What follows belongs to an exercise in optimizing a design on an open flow for small area; a production flow would make more cautious choices.
Function was checked by simulation only, so behaviour that the tests miss may differ from the original.
Power and IR drop assume default switching activity.

==> flow/design.v (outline; a module is shown in full before it is edited, if it fits) <==
// module RX_UDP: 509 lines
// module TX_UDP: 662 lines
// module ETH_TOP: 289 lines
module ETH_TOP#(
		parameter FPGA_MAC         = 48'h00D0_0800_0002,
		parameter FPGA_IP          = 32'hC0A8_006E,
	    parameter FPGA_DP          = 16'd8080,
	    parameter FPGA_SP          = 16'd8080,
	    parameter C_AXI_ID_WIDTH       = 4,         
	    parameter C_AXI_ADDR_WIDTH     = 32,        
	    parameter C_AXI_DATA_WIDTH     = 64,        
	    parameter C_AXI_NBURST_SUPPORT = 1'b0,      
	    parameter C_AXI_BURST_TYPE     = 2'b00,     
	    parameter WATCH_DOG_WIDTH      = 12,   		 
	    parameter FLAG_MOTOR           =   32'hE1EC_0C0D,
	    parameter FLAG_AD              =   32'hAD86_86DA,
	    parameter FLAG_ETHLOOP         =   32'hEEBA_EEBA,
	    parameter C_ADDR_SUMOFFSET     =   32'h0000_1000,
	    parameter C_ADDR_MOTOR2ETH     =   32'h0000_0000,
	    parameter C_ADDR_AD2ETH        =   32'h1000_0000,
	    parameter C_ADDR_ETHLOOP       =   32'h2000_0000,
	    parameter C_ADDR_ETH2MOTOR     =   32'hE000_0000,
	    parameter C_ADDR_ETH2AD        =   32'hF000_0000           
    )
	(
	    input   sys_clk,
	    input   sys_rst,   
	   	input                               maxi_wready,  
	   	output [C_AXI_ID_WIDTH-1:0]         maxi_wid,     
	   	output [C_AXI_ADDR_WIDTH-1:0]       maxi_waddr,   
	   	output [7:0]                        maxi_wlen,    
	   	output [2:0]                        maxi_wsize,   
	   	output [1:0]                        maxi_wburst,  
	   	output [1:0]                        maxi_wlock,   
  // ...
==> flow/flow/run.sh <==
#!/bin/bash
# Standard synthesis, then the combinational logic re-mapped for area (registers untouched),
# then the standard layout from floorplan to finish.
set -euo pipefail
W=$(pwd)
R=$W/orfs/results/sky130hd/ETH_TOP/base
YOSYS=$FLOW_HOME/../tools/install/yosys/bin/yosys
bash standard.sh synth > $W/standard_synth.log 2>&1
cp $R/1_2_yosys.v $W/std_1_2_yosys.v
RS_LIB=$FLOW_HOME/platforms/sky130hd/lib/sky130_fd_sc_hd__tt_025C_1v80.lib \
RS_DONTUSE=$W/flow/dontuse.txt RS_IN=$W/std_1_2_yosys.v RS_OUT=$W/rs_1_2_yosys.v \
RS_SCRIPT=$W/flow/rs.abc $YOSYS -c $W/flow/resynth.tcl > $W/resynth.log 2>&1
cp $W/rs_1_2_yosys.v $R/1_2_yosys.v
rm -f $R/1_synth.odb $R/1_synth.sdc
# clock tree: small clock buffers and no dummy loads; ports get the smallest buffer cell
bash standard.sh "CTS_ARGS=-sink_clustering_enable -repair_clock_nets -buf_list sky130_fd_sc_hd__clkbuf_4 -dont_use_dummy_load" "BUFFER_PORTS_ARGS=-buffer_cell sky130_fd_sc_hd__buf_1" finish > $W/standard_layout.log 2>&1
==> flow/flow/dontuse.txt <==
-dont_use sky130_fd_sc_hd__lpflow_bleeder_1 -dont_use sky130_fd_sc_hd__lpflow_clkbufkapwr_1 -dont_use sky130_fd_sc_hd__lpflow_clkbufkapwr_16 -dont_use sky130_fd_sc_hd__lpflow_clkbufkapwr_2 -dont_use sky130_fd_sc_hd__lpflow_clkbufkapwr_4 -dont_use sky130_fd_sc_hd__lpflow_clkbufkapwr_8 -dont_use sky130_fd_sc_hd__lpflow_clkinvkapwr_1 -dont_use sky130_fd_sc_hd__lpflow_clkinvkapwr_16 -dont_use sky130_fd_sc_hd__lpflow_clkinvkapwr_2 -dont_use sky130_fd_sc_hd__lpflow_clkinvkapwr_4 -dont_use sky130_fd_sc_hd__lpflow_clkinvkapwr_8 -dont_use sky130_fd_sc_hd__lpflow_decapkapwr_12 -dont_use sky130_fd_sc_hd__lpflow_decapkapwr_3 -dont_use sky130_fd_sc_hd__lpflow_decapkapwr_4 -dont_use sky130_fd_sc_hd__lpflow_decapkapwr_6 -dont_use sky130_fd_sc_hd__lpflow_decapkapwr_8 -dont_use sky130_fd_sc_hd__lpflow_inputiso0n_1 -dont_use sky130_fd_sc_hd__lpflow_inputiso0p_1 -dont_use sky130_fd_sc_hd__lpflow_inputiso1n_1 -dont_use sky130_fd_sc_hd__lpflow_inputiso1p_1 -dont_use sky130_fd_sc_hd__lpflow_inputisolatch_1 -dont_use sky130_fd_sc_hd__lpflow_isobufsrc_1 -dont_use sky130_fd_sc_hd__lpflow_isobufsrc_16 -dont_use sky130_fd_sc_hd__lpflow_isobufsrc_2 -dont_use sky130_fd_sc_hd__lpflow_isobufsrc_4 -dont_use sky130_fd_sc_hd__lpflow_isobufsrc_8 -dont_use sky130_fd_sc_hd__lpflow_isobufsrckapwr_16 -dont_use sky130_fd_sc_hd__lpflow_lsbuf_lh_hl_isowell_tap_1 -dont_use sky130_fd_sc_hd__lpflow_lsbuf_lh_hl_isowell_tap_2 -dont_use sky130_fd_sc_hd__lpflow_lsbuf_lh_hl_isowell_tap_4 -dont_use sky130_fd_sc_hd__lpflow_lsbuf_lh_isowell_4 -dont_use sky130_fd_sc_hd__lpflow_lsbuf_lh_isowell_tap_1 -dont_use sky130_fd_sc_hd__lpflow_lsbuf_lh_isowell_tap_2 -dont_use sky130_fd_sc_hd__lpflow_lsbuf_lh_isowell_tap_4 -dont_use sky130_fd_sc_hd__probe_p_8 -dont_use sky130_fd_sc_hd__probec_p_8 
==> flow/flow/resynth.tcl <==
# Re-map the combinational logic of the standard synthesis netlist with ABC.
# The flip-flops (and tie cells) are kept as they are: same instances, names and cell types.
yosys -import
set lib $::env(RS_LIB)
set dont [string trim [read [open $::env(RS_DONTUSE)]]]
read_liberty -ignore_miss_func $lib
read_verilog $::env(RS_IN)
hierarchy -top ETH_TOP
setattr -mod -set keep_hierarchy 1 sky130_fd_sc_hd__*df* sky130_fd_sc_hd__*dl* sky130_fd_sc_hd__conb_1
setattr -set keep 1 t:sky130_fd_sc_hd__*df* t:sky130_fd_sc_hd__*dl*
flatten
hierarchy -top ETH_TOP
blackbox sky130_fd_sc_hd__*df* sky130_fd_sc_hd__*dl* sky130_fd_sc_hd__conb_1
select -clear
tee -o $::env(RS_OUT).pre.stat stat -liberty $lib
eval abc -script $::env(RS_SCRIPT) -liberty $lib {*}$dont -D 5000
opt_clean -purge
insbuf -buf sky130_fd_sc_hd__buf_4 A X
opt_clean -purge
tee -o $::env(RS_OUT).stat stat -liberty $lib
write_verilog -noattr -nohex -nodec $::env(RS_OUT)
==> flow/flow/rs.abc <==
strash
dc2
&get -n
&deepsyn -T 60
&put
strash
&get -n
&dch -f
&nf {D} -R 1000
&put
==> flow/standard.sh <==
#!/bin/bash
# synth_recipe.tcl (not shown) runs the flow's synth.tcl, then flattens the netlist and writes it again
# the make line also repeats each setting of config.mk as NAME=value (left out here)
make -C /OpenROAD-flow-scripts/flow DESIGN_CONFIG=/design/flow/config.mk WORK_HOME=/design/flow/orfs CLKGATE_MAP_FILE= SYNTH_SCRIPT=/design/flow/synth_recipe.tcl "${@:-finish}"
==> flow/config.mk <==
export PLATFORM = sky130hd
export DESIGN_NAME = ETH_TOP
export DESIGN_NICKNAME = ETH_TOP
export VERILOG_FILES = /design/flow/design.v
export SDC_FILE = /design/flow/constraint.sdc
export NUM_CORES = 4
export LEC_CHECK = 0
export ABC_CLOCK_PERIOD_IN_PS = 1000000
export CAP_MARGIN = 20
export CORE_MARGIN = 2
export CORE_UTILIZATION = 65
export CTS_BUF_LIST = sky130_fd_sc_hd__clkbuf_4
export PLACE_DENSITY = 0.75
export SLEW_MARGIN = 20
==> flow/constraint.sdc <==
create_clock -name core_clock -period 8.0 [get_ports {sys_clk}]
set_input_delay 1.6000 -clock core_clock [delete_from_list [all_inputs] [get_ports {sys_clk}]]
set_output_delay 1.6000 -clock core_clock [all_outputs]
set_load 0.01 [all_outputs]
==> impl_metrics.yaml, run 1 <==
final_layout:
  final-clk-cell-share_pct: 3.53
  largest_reg_flops: 128
  antenna_cells: 19
  largest-register: "inst_TX_UDP.eth_loop_data"
  buf_share_pct: 6.00
  multi_input_area_mm2: 0.0172
  seq_share_pct: 45.8
timing:
  worst_slack_ns: -0.341
  min_period_ns: 8.34
  setup_viol: 3
  finClkSkew_ns: 0.139
  drv_slew: 0
  tightest_slew_ns: 1.26
placement:
  placed_cells: 4844
  placed_cell_area_mm2: 0.0393
floorplanning:
  num_rows: 87
  die_h_um: 244
  die_w_um: 244
  dieArea_mm2: 0.0594
power:
  switching_share_pct: 26.9
  powerSeq_mw: 4.26
  vdd_drop_max_v: 0.000181
  power_leader: "registers"
  p_int_mw: 5.57
  total_power_mw: 7.62
  combinationalPowerShare_pct: 11.0
routing:
  wl_per_cell_um: 25.0
  drtPass1Iterations: 9
  avgViaCountPerCell: 6.57
global_route:
  grt_max_degree: 81
  grt.total_usage_pct: 41.6
  met2_usage_pct: 65.9
clock_network:
  postCtsSetupRepairBufs: 6
  insertion_delay_ns: 1.06
outcome:
  status: "finished with violations"
  violations: "setup timing"
worst_setup_path:
  reg2reg_depth: 38
  worst_setup_path_end_kind: "register"
  timing.critical_path.mode_cell: "a21oi_2"
  critPathRequiredTime_ns: 8.88
worst_hold_path:
  hold_end: "inst_TX_UDP.snap_mac[19]"
  hp-class: "register to register"
logic_synthesis:
  syn_area_mm2: 0.0374
==> run 2, diff against run 1 <==
--- a/flow/flow/run.sh
+++ b/flow/flow/run.sh
@@ -13,4 +13,4 @@
 cp $W/rs_1_2_yosys.v $R/1_2_yosys.v
 rm -f $R/1_synth.odb $R/1_synth.sdc
-# clock tree: small clock buffers and no dummy loads; ports get the smallest buffer cell
-bash standard.sh "CTS_ARGS=-sink_clustering_enable -repair_clock_nets -buf_list sky130_fd_sc_hd__clkbuf_4 -dont_use_dummy_load" "BUFFER_PORTS_ARGS=-buffer_cell sky130_fd_sc_hd__buf_1" finish > $W/standard_layout.log 2>&1
+# clock tree: small clock buffers and no dummy loads
+bash standard.sh "CTS_ARGS=-sink_clustering_enable -repair_clock_nets -buf_list sky130_fd_sc_hd__clkbuf_4 -dont_use_dummy_load -sink_clustering_size 8 -sink_clustering_max_diameter 40" finish > $W/standard_layout.log 2>&1
--- a/flow/flow/resynth.tcl
+++ b/flow/flow/resynth.tcl
@@ -14,5 +14,5 @@
 select -clear
 tee -o $::env(RS_OUT).pre.stat stat -liberty $lib
-eval abc -script $::env(RS_SCRIPT) -liberty $lib {*}$dont -D 5000
+eval abc -script $::env(RS_SCRIPT) -liberty $lib {*}$dont
 opt_clean -purge
 insbuf -buf sky130_fd_sc_hd__buf_4 A X
==> flow/flow/rs.abc (replaced) <==
strash
dc2
&get -n
&dch -f
&nf -R 1000
&put
strash
dch -f
amap
strash
dch -f
amap
==> run 2 against run 1 <==
Against the previous run: the run now finishes clean; routed wire length up 1.9%; global-route usage down 0.92 points; combinational power down 4.8%; register-to-register slack better by 0.96 ns; setup slack better by 0.96 ns; die area up 3.6%; area after synthesis up 3.6%; critical path depth up 2; count of clock-buffer cells in the layout down 74; clock power down 22%; critical endpoint is now inst_TX_UDP.udpcks_sum[18]; largest power group unchanged.
==> impl_metrics.yaml, run 2 <==
outcome:
  status: "finished clean"
worst_hold_path:
  hp-class: "register to register"
power:
  power_density_mw_per_mm2: 163
  power.leakage_nw: 13.9
  total_power_mw: 6.94
  vdd_drop_max_v: 0.000206
worst_setup_path:
  critPathLaunchType: "register"
  worst_setup_path_end_kind: "register"
  critPathRequiredTime_ns: 8.80
  criticalPathCategory: "register to register"
  timing.critical_path.mode_cell: "nor2_1"
  arrival_ns: 8.18
  crit_path_top_delay_cell: "or4_1"
  slowest_delay_ns: 0.49
  cp_max_fo: 6
placement:
  io_buffer_count: 226
  place_hpwl_um: 94000
  gp_congestion: 1.03
  placed_cells: 5477
floorplanning:
  die_w_um: 248
  ios: 594
  dieArea_mm2: 0.0616
  core_mm2: 0.0590
  num_rows: 89
  die_h_um: 248
  initial_core_util_pct: 65.7
logic_synthesis:
  ys_warn_count: 2
  syn_area_mm2: 0.0387
  netlist_instances: 4453
  avgSynthCellArea_um2: 8.70
timing:
  min_period_over_period_pct: 92.3
  tightest_slew_ns: 1.06
  grt_setup_unrepaired: "true"
  hold_viol_final: 0
  drv_slew: 0
  setup_tns_ns: 0
  finClkSkew_ns: 0.132
  relSlewSlack_pct: 27.4
  fmax_mhz: 135
  setup_viol: 0
  min_period_ns: 7.38
clock_network:
  cts_tree: "yes"
  clockBufferDepth: 3
  cts_max_level: 3
  clk_pin_slew_ns: 0.09
  clock_sinks: 768
  numCtsBuffers: 120
  root_buffer: "clkbuf_4"
  ctsHoldBuffers: 0
  insertion_delay_ns: 0.99
final_layout:
  n_fill_cell: 4674
  mostFrequentLayoutCells: "nor2_1 (846), dfxtp_1 (415), clkinv_1 (374)"
  largest_reg_flops: 128
  final_common_cell: "nor2_1"
  largest-register: "inst_TX_UDP.eth_loop_data"
  layoutNonFillerInstCount: 5606
  top_regs: "inst_TX_UDP.eth_loop_data: 128 flops, inst_RX_UDP.rx_wd_wdata: 64 flops, inst_RX_UDP.wd_wdata: 64 flops"
  final_util_pct: 72.2
  drive_gt1_share_pct: 6.01
  syn_to_final_growth_pct: 9.91
  fin_nets: 5126
routing:
  antenna_left: 0
  drtPass1Iterations: 10
  dr_total_vias: 36500
  wl_per_cell_um: 23.1
  drt_iter0_markers: 4780
  avgViaCountPerCell: 6.51
  wirelength_um: 130000
  drc_errors: 0
global_route:
  grt_pass1_vias: 32600
  antenna_found_initial: 3
  grt.total_usage_pct: 40.6
  grt_pass1_wl_um: 190000
  overflow: 0
  grt_max_degree: 81
flow_run:
  cap_viol_max_count: 0
run 2: cell count changes in the layout (fill, tap and decap cells not counted), moves of 83 or more:
cell,previous run,this run
a22o_1,170,4
buf_1,225,0
buf_4,213,121
clkdlybuf4s50_1,0,226
clkinv_1,58,374
nor2_1,337,846
o221a_1,0,83
o22ai_1,50,211
xnor2_1,169,1
xor2_1,83,0
run 2: metrics by stage:
stage	cell area, µm²	setup WS [ns]	hold WS, ns
final	42600	0.617	0.454
after global routing	42600	-0.135	0.455
after CTS	42400	0.0916	0.435
after detailed placement	41500	0.208	0.436
after global placement	41500	0.424	0.429
after floorplan	39500	0.343	0.417
run 2: worst paths after layout:
kind         cells past startpoint                              to              startpoint  slack [ns]
min                              2  inst_RX_UDP.trig_package_reset        inst_RX_UDP.d_ea        0.45
min reg2reg                      2  inst_RX_UDP.trig_package_reset        inst_RX_UDP.d_ea        0.45
max reg2reg                     40      inst_TX_UDP.udpcks_sum[18]  inst_RX_UDP.o_pc_ip[1]        0.62
max                             40      inst_TX_UDP.udpcks_sum[18]  inst_RX_UDP.o_pc_ip[1]        0.62
run 2: cell type report:
cell class	instances	area (µm²)	share of cell area, %
multi-input cells	3210	17200	40.3
flip-flops and latches	768	18900	44.4
repair buffers	348	3200	7.51
diodes	7	17.5	0.0411
well taps	773	967	2.27
inverters	380	1430	3.36
clock buffers	120	901	2.12
run 2: critical path, delay by kind of cell, from the launching register on:
family | cells | cell delay (ns)
compound gates | 21 | 3.99
simple gates | 17 | 2.49
flops | 1 | 0.42
buf+inv | 2 | 0.28
run 2: power by group:
part	leakage (nW)	internal (mW)	switching, mW
Clock	0.552	0.679	1.29
Sequential	6.39	4.14	0.0369
Combinational	6.97	0.249	0.546
Total	13.9	5.06	1.87
run 2: per-layer routing:
metal,vias to the layer above,part of all wire [%],track usage [%]
met5,-,0,0
met4,0,5.8,20.3
met3,513,13,9.25
met2,2464,44,63.4
met1,16700,37,53.5
li1,16800,-,-
run 2: repair_timing:
item,4_1_cts,5_1_grt
endpoints found under the setup margin,0,13
gates resized for setup,0,46
setup buffers,0,1
==> run 3, diff against run 2 <==
--- a/flow/flow/run.sh
+++ b/flow/flow/run.sh
@@ -13,4 +13,4 @@
 cp $W/rs_1_2_yosys.v $R/1_2_yosys.v
 rm -f $R/1_synth.odb $R/1_synth.sdc
-# clock tree: small clock buffers and no dummy loads
-bash standard.sh "CTS_ARGS=-sink_clustering_enable -repair_clock_nets -buf_list sky130_fd_sc_hd__clkbuf_4 -dont_use_dummy_load -sink_clustering_size 8 -sink_clustering_max_diameter 40" finish > $W/standard_layout.log 2>&1
+# clock tree: small clock buffers and no dummy loads; ports get the smallest buffer cell
+bash standard.sh "CTS_ARGS=-sink_clustering_enable -repair_clock_nets -buf_list sky130_fd_sc_hd__clkbuf_4 -dont_use_dummy_load -sink_clustering_size 8 -sink_clustering_max_diameter 40" "BUFFER_PORTS_ARGS=-buffer_cell sky130_fd_sc_hd__buf_1" finish > $W/standard_layout.log 2>&1
==> run 3 against run 2 <==
Against the previous run: global-route usage up 0.54 points; first-iteration DRC count down 8.6%; sequential power about the same; via count down 0.27%; flip-flop and latch count unchanged; setup slack better by 0.11 ns; area after synthesis unchanged; count of clock-buffer cells in the layout up 10; largest power group unchanged; total power up 0.56%; combinational power down 6.2%; worst hold slack worse by 0.0015 ns; non-clock buffer count down 21; still clean.
==> impl_metrics.yaml, run 3 <==
timing:
  fmax_mhz: 137
  hold_viol_final: 0
  setup_tns_ns: 0
  worst_slack_ns: 0.725
  whs_ns: 0.452
  finClkSkew_ns: 0.109
  tightest_slew_ns: 1.25
  setup_viol: 0
  min_period_ns: 7.27
  relSlewSlack_pct: 16.1
  min_period_over_period_pct: 90.9
  drv_slew: 0
power:
  power.leakage_nw: 13.3
  clockPowerShare_pct: 29.5
  switching_share_pct: 27.1
  total_power_mw: 6.98
  vdd_drop_max_v: 0.000224
  switchingPower_mw: 1.89
  power_density_mw_per_mm2: 170
  seqPwrFrac_pct: 59.8
  combinationalPowerShare_pct: 10.7
  p_int_mw: 5.09
routing:
  wirelength_um: 129000
  wl_per_cell_um: 23.1
  drt_iter0_markers: 4370
  dr_total_vias: 36400
  drtPass1Iterations: 7
  drc_errors: 0
  antenna_left: 0
  avgViaCountPerCell: 6.50
floorplanning:
  num_rows: 89
  ios: 594
  initial_core_util_pct: 65.7
  dieArea_mm2: 0.0616
  die_h_um: 248
  die_w_um: 248
  core_mm2: 0.0590
final_layout:
  design_area_mm2: 0.0411
  final_util_pct: 69.7
  drive_gt1_share_pct: 5.88
  fin_nets: 5116
  largest_reg_flops: 128
  final_common_cell: "nor2_1"
  mostFrequentLayoutCells: "nor2_1 (846), dfxtp_1 (412), clkinv_1 (374)"
  n_fill_cell: 4868
  syn_to_final_growth_pct: 6.09
  largest-register: "inst_TX_UDP.eth_loop_data"
  top_regs: "inst_TX_UDP.eth_loop_data: 128 flops, inst_RX_UDP.rx_wd_wdata: 64 flops, inst_RX_UDP.wd_wdata: 64 flops"
  layoutNonFillerInstCount: 5594
clock_network:
  clock_sinks: 768
  numCtsBuffers: 130
  root_buffer: "clkbuf_4"
  cts_max_level: 4
  clockBufferDepth: 3
  ctsHoldBuffers: 0
  clk_pin_slew_ns: 0.09
  cts_tree: "yes"
  insertion_delay_ns: 1.03
worst_setup_path:
  timing.critical_path.mode_cell: "nor2_1"
  critical_path_buf_inv_count: 4
  slowest_delay_ns: 0.47
  arrival_ns: 8.13
  crit_path_top_delay_cell: "or4_1"
  worst_setup_path_end_kind: "register"
  crit_family: "compound AO/OA/AOI/OAI gates"
  critPathLaunchType: "register"
  cp_max_fo: 4
  criticalPathCategory: "register to register"
  critPathRequiredTime_ns: 8.86
global_route:
  grt_pass1_vias: 32800
  grt_max_degree: 82
  grt_pass1_wl_um: 191000
  grtUsageMet3_pct: 10.1
  overflow: 0
  grt-busiest-layer: "met2"
  grt.total_usage_pct: 41.2
  antenna_found_initial: 3
  use_met1_pct: 53.7
  met2_usage_pct: 62.9
outcome:
  status: "finished clean"
logic_synthesis:
  avgSynthCellArea_um2: 8.70
  netlist_instances: 4453
  syn_area_mm2: 0.0387
  ys_warn_count: 2
worst_hold_path:
  hp-class: "register to register"
placement:
  placed_cells: 5453
  gp_congestion: 1.03
  place_ws_ns: 0.118
  placed_cell_area_mm2: 0.0399
  place_hpwl_um: 93700
  io_buffer_count: 226
flow_run:
  cap_viol_max_count: 0
## run 3: cell count changes in the layout (fill, tap and decap cells not counted), moves of 2 or more
cell,before,now
buf_1,0,226
buf_4,121,100
clkbuf_4,120,130
clkdlybuf4s50_1,226,0
dfxtp_1,415,412
dfxtp_2,1,4
diode_2,7,5
## run 3: worst paths after layout
| path | startpoint | endpoint | slack (ns) | depth (start not counted) |
|---|---|---|---|---|
| worst min register to register | inst_RX_UDP.o_pc_mac[34] | inst_TX_UDP.snap_mac[34] | 0.45 | 0 |
| worst min-delay path | inst_RX_UDP.o_pc_mac[34] | inst_TX_UDP.snap_mac[34] | 0.45 | 0 |
| worst max register to register | inst_RX_UDP.o_pc_ip[16] | inst_TX_UDP.udpcks_sum[18] | 0.73 | 43 |
| worst max-delay path | inst_RX_UDP.o_pc_ip[16] | inst_TX_UDP.udpcks_sum[18] | 0.73 | 43 |
## run 3: timing repair
item | 4_1_cts | 5_1_grt
endpoints found under the hold margin | 0 | 0
gates resized for setup | 0 | 49
setup buffers | 0 | 4
setup endpoints to repair | 0 | 19
## run 3: power groups by stage
| stage | logic, mW | clock network, mW | registers (mW) |
|---|---|---|---|
| global placement | 0.708 | 0 | 4.26 |
| finish | 0.746 | 2.06 | 4.17 |
| detailed placement | 0.719 | 0 | 4.26 |
| floorplan | 0.554 | 0 | 4.25 |
| CTS | 0.724 | 2.07 | 4.17 |
| global route | 0.830 | 2.22 | 4.18 |
## run 3: layer usage
| layer | up-vias | wire length, µm |
|---|---|---|
| met1 | 16900 | 49500 |
| met2 | 2260 | 56700 |
| met4 | 0 | 7960 |
| li1 | 16700 | - |
| met3 | 487 | 15400 |
| met5 | - | 0 |
## run 3: cell type report
class | instances | area [µm²] | share of cell area (%)
Clock buffer | 130 | 976 | 2.37
Timing Repair inverter | 1 | 5.00 | 0.0122
Sequential cell | 768 | 18900 | 46.0
Multi-Input combinational cell | 3210 | 17200 | 41.8
Timing Repair Buffer | 327 | 1630 | 3.96
Tap cell | 773 | 967 | 2.35
Antenna cell | 5 | 12.5 | 0.0304
Inverter | 380 | 1430 | 3.48
==> run 4, diff against run 3 <==
==> flow/flow/run.sh (replaced) <==
#!/bin/bash
# Standard synthesis, then the combinational logic re-mapped for area (registers untouched),
# then the standard layout, with: tie cells shared by up to 24 constant loads, a clock tree
# of small buffers without dummy loads, and the smallest buffer cell on the ports.
set -euo pipefail
W=$(pwd)
R=$W/orfs/results/sky130hd/ETH_TOP/base
YOSYS=$FLOW_HOME/../tools/install/yosys/bin/yosys
KNOBS=("SKIP_REPAIR_TIE_FANOUT=1"
       "CTS_ARGS=-sink_clustering_enable -repair_clock_nets -buf_list sky130_fd_sc_hd__clkbuf_4 -dont_use_dummy_load -sink_clustering_size 8 -sink_clustering_max_diameter 40"
       "BUFFER_PORTS_ARGS=-buffer_cell sky130_fd_sc_hd__buf_1")
bash standard.sh synth > $W/standard_synth.log 2>&1
cp $R/1_2_yosys.v $W/std_1_2_yosys.v
RS_LIB=$FLOW_HOME/platforms/sky130hd/lib/sky130_fd_sc_hd__tt_025C_1v80.lib \
RS_DONTUSE=$W/flow/dontuse.txt RS_IN=$W/std_1_2_yosys.v RS_OUT=$W/rs_1_2_yosys.v \
RS_SCRIPT=$W/flow/rs.abc $YOSYS -c $W/flow/resynth.tcl > $W/resynth.log 2>&1
cp $W/rs_1_2_yosys.v $R/1_2_yosys.v
rm -f $R/1_synth.odb $R/1_synth.sdc
bash standard.sh "${KNOBS[@]}" floorplan > $W/standard_floorplan.log 2>&1
cp $R/2_floorplan.odb $W/2_floorplan_single_ties.odb
TIE_IN=$W/2_floorplan_single_ties.odb TIE_OUT=$R/2_floorplan.odb TIE_GROUP=24 \
  openroad -no_init -exit $W/flow/ties.tcl > $W/ties.log 2>&1
touch $R/2_floorplan.odb
bash standard.sh "${KNOBS[@]}" finish > $W/standard_layout.log 2>&1
==> flow/flow/ties.tcl (new file) <==
# Split each tie cell's loads into groups of at most TIE_GROUP, one conb_1 per group.
read_db $::env(TIE_IN)
set G $::env(TIE_GROUP)
set db [ord::get_db]
set block [ord::get_db_block]
set master [$db findMaster sky130_fd_sc_hd__conb_1]
set ties {}
foreach inst [$block getInsts] {
  if {[[$inst getMaster] getName] == "sky130_fd_sc_hd__conb_1"} { lappend ties $inst }
}
set k 0
foreach tie $ties {
  foreach port {LO HI} {
    set it [$tie findITerm $port]
    set net [$it getNet]
    if {$net == "NULL" || $net == ""} { continue }
    set loads {}
    foreach b [$net getBTerms] { lappend loads $b }
    foreach i [$net getITerms] { if {$i != $it} { lappend loads $i } }
    set n [llength $loads]
    puts "tie [$tie getName] $port: $n loads"
    # the first group stays on the existing tie
    for {set s $G} {$s < $n} {incr s $G} {
      incr k
      set ni [odb::dbInst_create $block $master "tie_split_$k"]
      set nn [odb::dbNet_create $block "tie_split_net_$k"]
      [$ni findITerm $port] connect $nn
      foreach l [lrange $loads $s [expr {$s + $G - 1}]] {
        $l disconnect
        $l connect $nn
      }
    }
  }
}
global_connect
puts "ties now: [expr {[llength $ties] + $k}]"
write_db $::env(TIE_OUT)
==> run 4 against run 3 <==
Against the previous run: critical path depth is 1 lower; area after synthesis is the same; die area unchanged; worst hold slack gained 0.016 ns; via count fell by 1.7%; critical path type unchanged; global-route usage is essentially flat; clock skew is 0.015 ns higher; critical endpoint unchanged; first-iteration DRC count is 5.7% lower; final cell count fell by 3.1%; highest routed layer unchanged; total power about the same.
==> impl_metrics.yaml, run 4 <==
outcome:
  status: "finished clean"
global_route:
  overflow: 0
  grt_pass1_vias: 32500
  grt.total_usage_pct: 41.1
  antenna_found_initial: 7
  grt_pass1_wl_um: 190000
  grt_max_degree: 82
routing:
  wl_per_cell_um: 23.8
  antenna_left: 0
  drc_errors: 0
  dr_total_vias: 35700
  wirelength_um: 129000
  avgViaCountPerCell: 6.59
  drt_iter0_markers: 4121
  drtPass1Iterations: 9
clock_network:
  cts_tree: "yes"
  cts_max_level: 4
  postCtsSetupRepairBufs: 0
  clk_pin_slew_ns: 0.08
  clock_sinks: 768
  root_buffer: "clkbuf_4"
  insertion_delay_ns: 1.05
  clockBufferDepth: 3
  numCtsBuffers: 130
worst_setup_path:
  criticalPathCategory: "register to register"
  critPathLaunchType: "register"
  rrSetupSlack_ns: 0.69
  r2r-start: "inst_RX_UDP.o_pc_ip[0]"
  crit_path_top_delay_cell: "or4_1"
  arrival_ns: 8.18
  regToRegEndpoint: "inst_TX_UDP.udpcks_sum[18]"
  worst_setup_path_end_kind: "register"
  cp_max_fo: 4
  critPathRequiredTime_ns: 8.87
  timing.critical_path.mode_cell: "nor2_1"
  reg2reg_depth: 42
  slowest_delay_ns: 0.47
logic_synthesis:
  syn_area_mm2: 0.0387
  netlist_instances: 4453
  ys_warn_count: 2
  avgSynthCellArea_um2: 8.70
final_layout:
  largest-register: "inst_TX_UDP.eth_loop_data"
  drive_gt1_share_pct: 6.38
  syn_to_final_growth_pct: 4.51
  layoutNonFillerInstCount: 5422
  mostFrequentLayoutCells: "nor2_1 (842), dfxtp_1 (414), clkinv_1 (372)"
  design_area_mm2: 0.0405
  fin_nets: 4940
  n_fill_cell: 4929
  final_common_cell: "nor2_1"
  final_util_pct: 68.6
  top_regs: "inst_TX_UDP.eth_loop_data: 128 flops, inst_RX_UDP.rx_wd_wdata: 64 flops, inst_RX_UDP.wd_wdata: 64 flops"
  largest_reg_flops: 128
worst_hold_path:
  hold_end: "inst_TX_UDP.o_rgmii_data[6]"
  hp-class: "register to register"
  min_from: "inst_TX_UDP.o_rgmii_data[6]"
  min_path_cells: 1
power:
  vdd_drop_max_v: 0.000265
  total_power_mw: 6.98
  power.leakage_nw: 12.8
  power_density_mw_per_mm2: 172
timing:
  relSlewSlack_pct: 25.9
  hold_viol_final: 0
  min_period_ns: 7.31
  tightest_slew_ns: 1.11
  fmax_mhz: 137
  setup_viol: 0
  drv_slew: 0
  min_period_over_period_pct: 91.4
  finClkSkew_ns: 0.124
floorplanning:
  die_w_um: 248
  initial_core_util_pct: 65.7
  num_rows: 89
  die_h_um: 248
  core_mm2: 0.0590
  dieArea_mm2: 0.0616
  ios: 594
placement:
  place_hpwl_um: 93100
  placed_cells: 5282
  io_buffer_count: 226
  placed_cell_area_mm2: 0.0393
  gp_congestion: 1.01
flow_run:
  cap_viol_max_count: 0
==> run 4: changes by cell type in the layout (fill, tap and decap cells not counted), moves of 4 or more <==
cell     change
buf_4        +8
conb_1     -183
diode_2      +4
nor2_1       -4
nor2_2       +4
==> run 4: worst max-delay path by stage <==
| stage | startpoint | slack (ns) | endpoint |
|---|---|---|---|
| 3_3_place_gp | inst_TX_UDP.flag_data_sum[0] | 0.16 | inst_TX_UDP.udpcks_sum[13] |
| 6_report | inst_RX_UDP.o_pc_ip[0] | 0.69 | inst_TX_UDP.udpcks_sum[18] |
| 3_5_place_dp | inst_TX_UDP.flag_data_sum[0] | -0.007 | inst_TX_UDP.udpcks_sum[13] |
| 4_1_cts | inst_TX_UDP.flag_data_sum[0] | 0.006 | inst_TX_UDP.udpcks_sum[16] |
| 5_1_grt | inst_TX_UDP.flag_data_sum[1] | -0.11 | inst_TX_UDP.udpcks_sum[16] |
| 2_1_floorplan | inst_TX_UDP.hsum_v | 0.34 | inst_TX_UDP.udpcks_sum[16] |
==> run 4: worst max-delay path: cells and delay by family, from the launching register on <==
kind	cells	cell delay [ns]
compound gates	21	3.87
buf+inv	3	0.36
flops	1	0.35
simple gates	18	2.55
==> run 4: metal layers <==
layer  vias to the layer above  share of wire, %  track usage (%)  wire length [µm]
li1                      16600                 -                -                 -
met5                         -                 0                0                 0
met4                         0               6.3             23.9              8130
met3                       497                11             9.70             14600
met2                      2193                45             65.0             58000
met1                     16500                37             51.9             48100
==> run 4: layout make-up <==
cell class                      count  area [µm²]  area share [%]
Sequential cell                   768       18900            46.7
Multi-Input combinational cell   3027       16500            40.8
Timing Repair Buffer              335        1680            4.15
Inverter                          380        1430            3.54
Clock buffer                      130         976            2.41
Tap cell                          773         967            2.39
Antenna cell                        9        22.5          0.0556
==> run 4: timing repair <==
action,4_1_cts,5_1_grt
pin swaps,0,5
hold buffers,0,0
gates resized for setup,1,54
endpoints found under the setup margin,1,15
==> run 4: per-stage QoR <==
step	setup TNS [ns]	hold slack [ns]	setup WS [ns]
final	0	0.468	0.689
after global routing	-0.286	0.459	-0.112
after CTS	0	0.453	0.00598
after detailed placement	-0.00665	0.453	-0.00665
after global placement	0	0.439	0.159
after floorplan	0	0.417	0.343
==> run 4: power breakdown <==
group / internal [mW] / switching [mW]
Clock: 0.746 / 1.32
Combinational: 0.203 / 0.540
Sequential: 4.14 / 0.0410
Total: 5.08 / 1.90
==> run 5, diff against run 4 <==
--- a/flow/flow/resynth.tcl
+++ b/flow/flow/resynth.tcl
@@ -16,5 +16,5 @@
 eval abc -script $::env(RS_SCRIPT) -liberty $lib {*}$dont
 opt_clean -purge
-insbuf -buf sky130_fd_sc_hd__buf_4 A X
+insbuf -buf sky130_fd_sc_hd__buf_1 A X
 opt_clean -purge
 tee -o $::env(RS_OUT).stat stat -liberty $lib
==> run 5 against run 4 <==
Against the previous run: die area down 2.7%; synthesized cell count unchanged; total power decreased by 1.4%; area after synthesis down 2.8%; clock skew grew 0.017 ns; global-route usage decreased by 0.54 points; final cell count down 0.66%; critical endpoint is now inst_TX_UDP.ipcks_sum[18]; highest routed layer is now met5.
==> impl_metrics.yaml, run 5 <==
outcome:
  status: "finished clean"
floorplanning:
  die_h_um: 245
  initial_core_util_pct: 65.6
  ios: 594
  core_mm2: 0.0575
  die_w_um: 245
  dieArea_mm2: 0.0599
  num_rows: 88
worst_setup_path:
  slowest_delay_ns: 0.38
  critPathLaunchType: "register"
  rrSetupSlack_ns: 0.70
  regToRegEndpoint: "inst_TX_UDP.ipcks_sum[18]"
  criticalPathCategory: "register to register"
  critical_path_buf_inv_count: 2
  critPathRequiredTime_ns: 8.72
  crit_path_top_delay_cell: "dfxtp_1"
  timing.critical_path.mode_cell: "nor2_1"
  cp_max_fo: 8
  crit_family: "simple AND/OR/NAND/NOR gates"
  r2r-start: "inst_TX_UDP.st_b[2]"
  arrival_ns: 8.02
  reg2reg_depth: 41
  worst_setup_path_end_kind: "register"
clock_network:
  clockBufferDepth: 3
  cts_tree: "yes"
  numCtsBuffers: 119
  root_buffer: "clkbuf_4"
  clock_sinks: 768
  cts_max_level: 3
  insertion_delay_ns: 0.96
  clk_pin_slew_ns: 0.08
timing:
  tightest_slew_ns: 1.12
  relSlewSlack_pct: 24.9
  fmax_mhz: 137
  setup_tns_ns: 0
  min_period_ns: 7.30
  drv_slew: 0
  hold_viol_final: 0
  finClkSkew_ns: 0.140
  min_period_over_period_pct: 91.3
  setup_viol: 0
final_layout:
  syn_to_final_growth_pct: 6.86
  largest_reg_flops: 128
  fin_nets: 4914
  final_util_pct: 70.1
  top_regs: "inst_TX_UDP.eth_loop_data: 128 flops, inst_RX_UDP.rx_wd_wdata: 64 flops, inst_RX_UDP.wd_wdata: 64 flops"
  final_common_cell: "nor2_1"
  drive_gt1_share_pct: 5.70
  design_area_mm2: 0.0403
  largest-register: "inst_TX_UDP.eth_loop_data"
  mostFrequentLayoutCells: "nor2_1 (845), dfxtp_1 (414), clkinv_1 (372)"
flow_run:
  cap_viol_max_count: 0
power:
  vdd_drop_max_v: 0.000263
  power.leakage_nw: 12.6
  power_density_mw_per_mm2: 171
  total_power_mw: 6.88
routing:
  antenna_left: 0
  wl_per_cell_um: 23.2
  drc_errors: 0
  wirelength_um: 125000
  avgViaCountPerCell: 6.62
  drtPass1Iterations: 6
  dr_total_vias: 35700
  drt_iter0_markers: 4242
logic_synthesis:
  ys_warn_count: 2
  netlist_instances: 4453
  syn_area_mm2: 0.0377
  avgSynthCellArea_um2: 8.46
global_route:
  grt.total_usage_pct: 40.6
  overflow: 0
  grt_max_degree: 82
  grt_pass1_vias: 32500
  antenna_found_initial: 7
  grt_pass1_wl_um: 186000
worst_hold_path:
  min_from: "inst_TX_UDP.flag_eth_header_over"
  hold_end: "inst_TX_UDP.flag_eth_header_over"
  min_path_cells: 2
  hp-class: "register to register"
placement:
  placed_cell_area_mm2: 0.0392
  io_buffer_count: 226
  place_hpwl_um: 90500
  gp_congestion: 1.03
## run 5: changes by cell type in the layout (fill, tap and decap cells not counted), moves of 2 or more
cell | before | now
buf_4 | 108 | 92
clkbuf_4 | 130 | 119
nor3_1 | 139 | 143
nor3_2 | 6 | 2
nor2_1 | 842 | 845
nor2_2 | 12 | 9
diode_2 | 9 | 7
nor2b_1 | 49 | 51
nor2b_2 | 3 | 1
## run 5: worst max-delay path by stage
stage	slack, ns	startpoint	depth (start not counted)	endpoint
after CTS	0.09	inst_TX_UDP.flag_data_sum[0]	53	inst_TX_UDP.udpcks_sum[13]
after floorplan	0.34	inst_TX_UDP.hsum_v	51	inst_TX_UDP.udpcks_sum[16]
final	0.70	inst_TX_UDP.st_b[2]	41	inst_TX_UDP.ipcks_sum[18]
after global placement	0.16	inst_TX_UDP.flag_data_sum[0]	53	inst_TX_UDP.udpcks_sum[13]
after global routing	-0.06	inst_TX_UDP.flag_data_sum[0]	55	inst_TX_UDP.udpcks_sum[16]
after detailed placement	0.07	inst_TX_UDP.flag_data_sum[0]	53	inst_TX_UDP.udpcks_sum[13]
## run 5: what timing repair did
item,in CTS,in global routing
setup buffers,0,1
endpoints found under the setup margin,0,13
resized for setup,0,52
hold buffers,0,0
## run 5: final cells by class
cell class | count | area, µm²
Antenna cell | 7 | 17.5
Clock buffer | 119 | 893
Fill cell | 4657 | 17200
Inverter | 380 | 1440
Multi-Input combinational cell | 3027 | 16500
Sequential cell | 768 | 18900
Tap cell | 765 | 957
Timing Repair Buffer | 320 | 1580
## run 5: worst min-delay path, cell delays in order (launching register included)
cell	delay, ns
dfxtp_1	0.29
clkinv_1	0.06
a21oi_1	0.05
## run 5: stage by stage
stage,worst slack [ns],hold slack [ns],std cells
after floorplan,0.343,0.417,4453
after global placement,0.164,0.433,5258
after detailed placement,0.0740,0.446,5258
after CTS,0.0871,0.457,5377
after global routing,-0.0553,0.471,5383
final,0.698,0.459,5386
## run 5: metal layers
metal,GRT usage [%],wire [µm]
met4,19.9,6980
met3,9.77,14700
met5,0,25
met2,64.7,56400
met1,52.1,46900
## run 5: report_power, final
group,leakage (nW),internal [mW],switching [mW]
sequential,6.39,4.14,0.0357
combinational,5.69,0.203,0.550
clock,0.548,0.674,1.28
==> run 6, diff against run 5 <==
--- a/flow/flow/run.sh
+++ b/flow/flow/run.sh
@@ -2,5 +2,5 @@
 # Standard synthesis, then the combinational logic re-mapped for area (registers untouched),
 # then the standard layout, with: tie cells shared by up to 24 constant loads, a clock tree
-# of small buffers without dummy loads, and the smallest buffer cell on the ports.
+# of small buffers without dummy loads.
 set -euo pipefail
 W=$(pwd)
@@ -8,6 +8,5 @@
 YOSYS=$FLOW_HOME/../tools/install/yosys/bin/yosys
 KNOBS=("SKIP_REPAIR_TIE_FANOUT=1"
-       "CTS_ARGS=-sink_clustering_enable -repair_clock_nets -buf_list sky130_fd_sc_hd__clkbuf_4 -dont_use_dummy_load -sink_clustering_size 8 -sink_clustering_max_diameter 40"
-       "BUFFER_PORTS_ARGS=-buffer_cell sky130_fd_sc_hd__buf_1")
+       "CTS_ARGS=-sink_clustering_enable -repair_clock_nets -buf_list sky130_fd_sc_hd__clkbuf_4 -dont_use_dummy_load -sink_clustering_size 8 -sink_clustering_max_diameter 40")
 bash standard.sh synth > $W/standard_synth.log 2>&1
 cp $R/1_2_yosys.v $W/std_1_2_yosys.v
--- a/flow/flow/resynth.tcl
+++ b/flow/flow/resynth.tcl
@@ -16,5 +16,5 @@
 eval abc -script $::env(RS_SCRIPT) -liberty $lib {*}$dont
 opt_clean -purge
-insbuf -buf sky130_fd_sc_hd__buf_1 A X
+insbuf -buf sky130_fd_sc_hd__buf_4 A X
 opt_clean -purge
 tee -o $::env(RS_OUT).stat stat -liberty $lib
==> run 6 against run 5 <==
Against the previous run: highest routed layer unchanged; fmax is 0.71% lower; non-clock buffer count is 28 higher; largest power group unchanged; global-route usage is 0.35 points higher; synthesized cell count stayed put; routed wire length is 2.9% higher; critical path depth is 2 lower; via count hardly changed; first-iteration DRC count is 3.1% higher.
==> impl_metrics.yaml, run 6 <==
outcome:
  status: "finished clean"
timing:
  finClkSkew_ns: 0.109
  drv_slew: 0
  min_period_ns: 7.35
  whs_ns: 0.459
  setup_viol: 0
  min_period_over_period_pct: 91.9
  tightest_slew_ns: 1.11
  fmax_mhz: 136
  hold_viol_final: 0
  relSlewSlack_pct: 25.9
floorplanning:
  core_mm2: 0.0590
  dieArea_mm2: 0.0616
  num_rows: 89
  die_w_um: 248
  ios: 594
  initial_core_util_pct: 65.7
  die_h_um: 248
placement:
  gp_congestion: 1.02
  place_hpwl_um: 94100
  io_buffer_count: 226
  placed_cell_area_mm2: 0.0408
worst_setup_path:
  rrSetupSlack_ns: 0.65
  path_depth: 39
  critPathLaunchType: "register"
  crit_family: "compound AO/OA/AOI/OAI gates"
  worst_setup_path_end_kind: "register"
  r2r-start: "inst_RX_UDP.o_pc_ip[0]"
  critPathCapture: "inst_TX_UDP.udpcks_sum[18]"
  crit_path_top_delay_cell: "a22oi_1"
  cp_max_fo: 4
  regToRegEndpoint: "inst_TX_UDP.udpcks_sum[18]"
  slowest_delay_ns: 0.73
  worstSetupStartpoint: "inst_RX_UDP.o_pc_ip[0]"
  critical_path_buf_inv_count: 1
  criticalPathCategory: "register to register"
  timing.critical_path.mode_cell: "nor2_1"
  reg2reg_depth: 39
  critPathRequiredTime_ns: 8.86
  arrival_ns: 8.22
global_route:
  overflow: 0
  grt_max_degree: 81
  grt_pass1_wl_um: 191000
  grt.total_usage_pct: 41.0
  grt_pass1_vias: 33000
  antenna_found_initial: 7
clock_network:
  cts_max_level: 3
  cts_tree: "yes"
  clock_sinks: 768
  insertion_delay_ns: 0.97
  root_buffer: "clkbuf_4"
  clockBufferDepth: 3
  clk_pin_slew_ns: 0.09
  numCtsBuffers: 120
final_layout:
  drive_gt1_share_pct: 6.16
  syn_to_final_growth_pct: 8.02
  fin_nets: 4943
  design_area_mm2: 0.0419
  largest_reg_flops: 128
  largest-register: "inst_TX_UDP.eth_loop_data"
  final_common_cell: "nor2_1"
  n_fill_cell: 4768
  top_regs: "inst_TX_UDP.eth_loop_data: 128 flops, inst_RX_UDP.rx_wd_wdata: 64 flops, inst_RX_UDP.wd_wdata: 64 flops"
  mostFrequentLayoutCells: "nor2_1 (844), dfxtp_1 (413), clkinv_1 (373)"
power:
  clockPowerShare_pct: 28.4
  power.leakage_nw: 13.3
  combinationalPowerShare_pct: 11.4
  p_int_mw: 5.06
  seqPwrFrac_pct: 60.2
  switchingPower_mw: 1.86
  switching_share_pct: 26.9
  vdd_drop_max_v: 0.000183
  power_density_mw_per_mm2: 166
routing:
  antenna_left: 0
  wl_per_cell_um: 23.7
  avgViaCountPerCell: 6.58
  drt_iter0_markers: 4374
  drtPass1Iterations: 9
  wirelength_um: 129000
  dr_total_vias: 35700
  drc_errors: 0
logic_synthesis:
  ys_warn_count: 2
  avgSynthCellArea_um2: 8.70
  netlist_instances: 4453
  syn_area_mm2: 0.0387
worst_hold_path:
  hp-class: "register to register"
flow_run:
  cap_viol_max_count: 0
-- run 6: cell type report --
type / instances / area [µm²] / share of cell area, %
Sequential cell: 768 / 18900 / 45.2
Tap cell: 773 / 967 / 2.31
Timing Repair Buffer: 348 / 3180 / 7.60
Antenna cell: 5 / 12.5 / 0.0299
Clock buffer: 120 / 901 / 2.15
Inverter: 380 / 1440 / 3.43
Multi-Input combinational cell: 3027 / 16500 / 39.3
-- run 6: power by group through the flow --
stage / logic (mW) / registers (mW) / clock network [mW]
floorplan: 0.554 / 4.25 / 0
global placement: 0.754 / 4.26 / 0
detailed placement: 0.766 / 4.26 / 0
CTS: 0.771 / 4.17 / 1.97
global route: 0.871 / 4.18 / 2.12
finish: 0.789 / 4.17 / 1.97
-- run 6: worst min path at each step --
stage                              start                    endpoint  slack (ns)  cells past startpoint
6_report        inst_RX_UDP.o_pc_mac[24]    inst_TX_UDP.snap_mac[24]        0.46                      0
5_1_grt         inst_RX_UDP.o_pc_mac[24]    inst_TX_UDP.snap_mac[24]        0.46                      0
4_1_cts         inst_RX_UDP.o_pc_mac[24]    inst_TX_UDP.snap_mac[24]        0.43                      0
3_5_place_dp    inst_RX_UDP.o_pc_mac[33]    inst_TX_UDP.snap_mac[33]        0.45                      0
3_3_place_gp       inst_TX_UDP.wd_loaded       inst_TX_UDP.wd_loaded        0.44                      2
2_1_floorplan  inst_TX_UDP.flag_arp_over  inst_TX_UDP.trig_arp_start        0.42                      1
-- run 6: through the flow --
step	util [%]	setup WS, ns	instances	TNS (ns)	total power [mW]
final	70.9	0.647	5421	0	6.93
after global routing	70.9	-0.00713	5421	-0.00713	7.17
after CTS	70.6	0.0545	5412	0	6.91
after detailed placement	69.1	0.0931	5292	0	5.03
after global placement	69.1	0.320	5292	0	5.02
after floorplan	-	0.343	4453	0	4.81
-- run 6: per-layer routing --
metal  wire, µm  up-vias  track usage [%]
met5         28        -                0
met1      47500    16300             51.3
met3      14800      518             9.67
met2      57400     2231             64.4
li1           -    16600                -
met4       8860        4             25.3
-- run 6: repair_timing --
action | in CTS | in global routing
resized for setup | 0 | 47
setup buffers | 0 | 4
hold buffers | 0 | 0
endpoints found under the setup margin | 0 | 15
==> run 7, diff against run 6 <==
--- a/flow/flow/resynth.tcl
+++ b/flow/flow/resynth.tcl
@@ -16,5 +16,5 @@
 eval abc -script $::env(RS_SCRIPT) -liberty $lib {*}$dont
 opt_clean -purge
-insbuf -buf sky130_fd_sc_hd__buf_4 A X
+insbuf -buf sky130_fd_sc_hd__buf_1 A X
 opt_clean -purge
 tee -o $::env(RS_OUT).stat stat -liberty $lib
==> run 7 against run 6 <==
Against the previous run: still clean on timing, DRC and antenna; die area shrank 2.7%; largest cell class unchanged; global-route usage fell by 0.17 points; flip-flop and latch count did not move; register-to-register slack gained 0.04 ns; worst hold slack worse by 0.063 ns.
==> impl_metrics.yaml, run 7 <==
logic_synthesis:
  syn_area_mm2: 0.0377
  netlist_instances: 4453
  ys_warn_count: 2
  avgSynthCellArea_um2: 8.46
final_layout:
  final_util_pct: 72.6
  n_fill_cell: 4461
  mostFrequentLayoutCells: "nor2_1 (844), dfxtp_1 (414), clkinv_1 (372)"
  final_common_cell: "nor2_1"
  largest_reg_flops: 128
  drive_gt1_share_pct: 5.86
  design_area_mm2: 0.0417
  fin_nets: 4921
  largest-register: "inst_TX_UDP.eth_loop_data"
  layoutNonFillerInstCount: 5390
  syn_to_final_growth_pct: 10.7
  top_regs: "inst_TX_UDP.eth_loop_data: 128 flops, inst_RX_UDP.rx_wd_wdata: 64 flops, inst_RX_UDP.wd_wdata: 64 flops"
clock_network:
  ctsHoldBuffers: 0
  numCtsBuffers: 118
  clock_sinks: 768
  clockBufferDepth: 3
  root_buffer: "clkbuf_4"
  cts_tree: "yes"
  cts_max_level: 3
  insertion_delay_ns: 1.00
  clk_pin_slew_ns: 0.10
placement:
  gp_congestion: 1.02
  place_hpwl_um: 90300
  placed_cell_area_mm2: 0.0406
  placed_cells: 5266
  io_buffer_count: 226
global_route:
  antenna_found_initial: 3
  grt_max_degree: 82
  overflow: 0
  grt_pass1_wl_um: 187000
  grt.total_usage_pct: 40.8
  grt_pass1_vias: 32900
power:
  power.leakage_nw: 13.2
  total_power_mw: 6.92
  vdd_drop_max_v: 0.000162
  power_density_mw_per_mm2: 166
floorplanning:
  dieArea_mm2: 0.0599
  initial_core_util_pct: 65.6
  core_mm2: 0.0575
  die_w_um: 245
  die_h_um: 245
  num_rows: 88
  ios: 594
worst_setup_path:
  regToRegEndpoint: "inst_TX_UDP.udpcks_sum[18]"
  worstSetupStartpoint: "inst_RX_UDP.o_pc_ip[16]"
  critical_path_buf_inv_count: 3
  path_depth: 40
  arrival_ns: 8.11
  critPathLaunchType: "register"
  worst_setup_path_end_kind: "register"
  r2r-start: "inst_RX_UDP.o_pc_ip[16]"
  crit_path_top_delay_cell: "or4_1"
  crit_family: "compound AO/OA/AOI/OAI gates"
  critPathRequiredTime_ns: 8.79
  rrSetupSlack_ns: 0.68
  reg2reg_depth: 40
  slowest_delay_ns: 0.47
  critPathCapture: "inst_TX_UDP.udpcks_sum[18]"
  cp_max_fo: 4
  criticalPathCategory: "register to register"
  timing.critical_path.mode_cell: "nor2_1"
routing:
  drc_errors: 0
  wl_per_cell_um: 23.3
  drtPass1Iterations: 8
  dr_wl_met3_um: 14800
  top_layer: "met4"
  antenna_left: 0
  wirelength_um: 126000
  wl_met2_um: 55300
  avgViaCountPerCell: 6.61
  drt-met1-wl_um: 47200
  dr_total_vias: 35600
  drt_iter0_markers: 4771
outcome:
  status: "finished clean"
timing:
  setup_viol: 0
  finClkSkew_ns: 0.149
  drv_slew: 0
  relSlewSlack_pct: 24.6
  fmax_mhz: 137
  hold_viol_final: 0
  min_period_over_period_pct: 91.5
  setup_tns_ns: 0
  tightest_slew_ns: 1.10
  min_period_ns: 7.32
flow_run:
  cap_viol_max_count: 0
worst_hold_path:
  hp-class: "register to register"
[run 7: power breakdown]
part | internal, mW | switching, mW
combinational | 0.247 | 0.545
clock | 0.669 | 1.29
sequential | 4.14 | 0.0356
total | 5.05 | 1.87
[run 7: worst min-delay path by stage]
stage | from | endpoint | slack (ns) | cells past startpoint
2_1_floorplan | inst_TX_UDP.flag_arp_over | inst_TX_UDP.trig_arp_start | 0.42 | 1
3_3_place_gp | inst_TX_UDP.flag_eth_header_over | inst_TX_UDP.flag_eth_header_over | 0.44 | 2
3_5_place_dp | inst_TX_UDP.flag_eth_header_over | inst_TX_UDP.flag_eth_header_over | 0.45 | 2
4_1_cts | inst_RX_UDP.o_pc_mac[43] | inst_TX_UDP.snap_mac[43] | 0.39 | 0
5_1_grt | inst_RX_UDP.o_pc_mac[43] | inst_TX_UDP.snap_mac[43] | 0.42 | 0
6_report | inst_RX_UDP.o_pc_mac[43] | inst_TX_UDP.snap_mac[43] | 0.40 | 0
[run 7: cell type report]
class,instances,area (µm²),area share (%)
Antenna cell,4,10.0,0.0240
Clock buffer,118,886,2.12
Inverter,380,1430,3.43
Multi-Input combinational cell,3027,16500,39.5
Sequential cell,768,18900,45.3
Tap cell,765,957,2.29
Timing Repair Buffer,328,3050,7.31
[run 7: repair_timing]
item / 4_1_cts / 5_1_grt
gates resized for setup: 0 / 51
buffers inserted: 0 / 1
endpoints found under the setup margin: 0 / 15
[run 7: through the flow]
stage                     hold WS [ns]  setup slack (ns)
after global placement           0.438             0.297
after CTS                        0.387            0.0248
after detailed placement         0.446             0.178
after global routing             0.424           -0.0480
final                            0.395             0.682
after floorplan                  0.417             0.343
[run 7: routing by layer]
| layer | up-vias | GRT usage [%] |
|---|---|---|
| met3 | 494 | 8.38 |
| met2 | 2319 | 63.6 |
| met4 | 0 | 23.7 |
| met1 | 16300 | 53.0 |
| li1 | 16500 | - |
| met5 | - | 0 |

[port drivers added, routing unchanged]
No port has a modelled driver above. Below, the same layouts with a new extraction and two added sets of constraints.
Step 1 (the two cells are an assumption about what drives the block):
set clk [get_ports {sys_clk}]
set_driving_cell -lib_cell sky130_fd_sc_hd__clkbuf_16 $clk
set_driving_cell -lib_cell sky130_fd_sc_hd__buf_2 [delete_from_list [all_inputs] $clk]
Step 2 adds t to the input delays and takes it off the output delays; t is the mean of the earliest and latest rising clock arrival at the registers after step 1. Input paths then give back, and output paths get back, about the clock's delay inside the block.
Slacks: ideal ports / drivers / drivers and shift; pairs: ideal ports / drivers.
| run | shift t [ns] | setup slack, ns | hold slack, ns | latest minus earliest clock arrival (ns) | worst data-port slew with drivers (ns) |
|---|---|---|---|---|---|
| run 1 | 1.073 | -0.341 / -0.341 / -0.870 | 0.422 / 0.422 / 0.422 | 0.155 / 0.155 | 0.15 |
| run 2 | 0.987 | 0.617 / 0.617 / 0.593 | 0.454 / 0.454 / 0.454 | 0.135 / 0.136 | 0.06 |
| run 3 | 1.042 | 0.725 / 0.725 / 0.405 | 0.452 / 0.452 / 0.452 | 0.109 / 0.109 | 0.11 |
| run 4 | 1.058 | 0.689 / 0.689 / 0.343 | 0.468 / 0.468 / 0.468 | 0.126 / 0.125 | 0.12 |
| run 5 | 0.952 | 0.698 / 0.698 / 0.340 | 0.459 / 0.459 / 0.459 | 0.148 / 0.149 | 0.12 |
| run 6 | 0.974 | 0.647 / 0.647 / 0.046 | 0.459 / 0.459 / 0.459 | 0.121 / 0.121 | 0.10 |
| run 7 | 0.974 | 0.682 / 0.682 / 0.199 | 0.395 / 0.395 / 0.395 | 0.163 / 0.162 | 0.14 |
The setup slack of run 6, which loses most, moves by 0.000 ns with the drivers and by -0.601 ns with both steps.
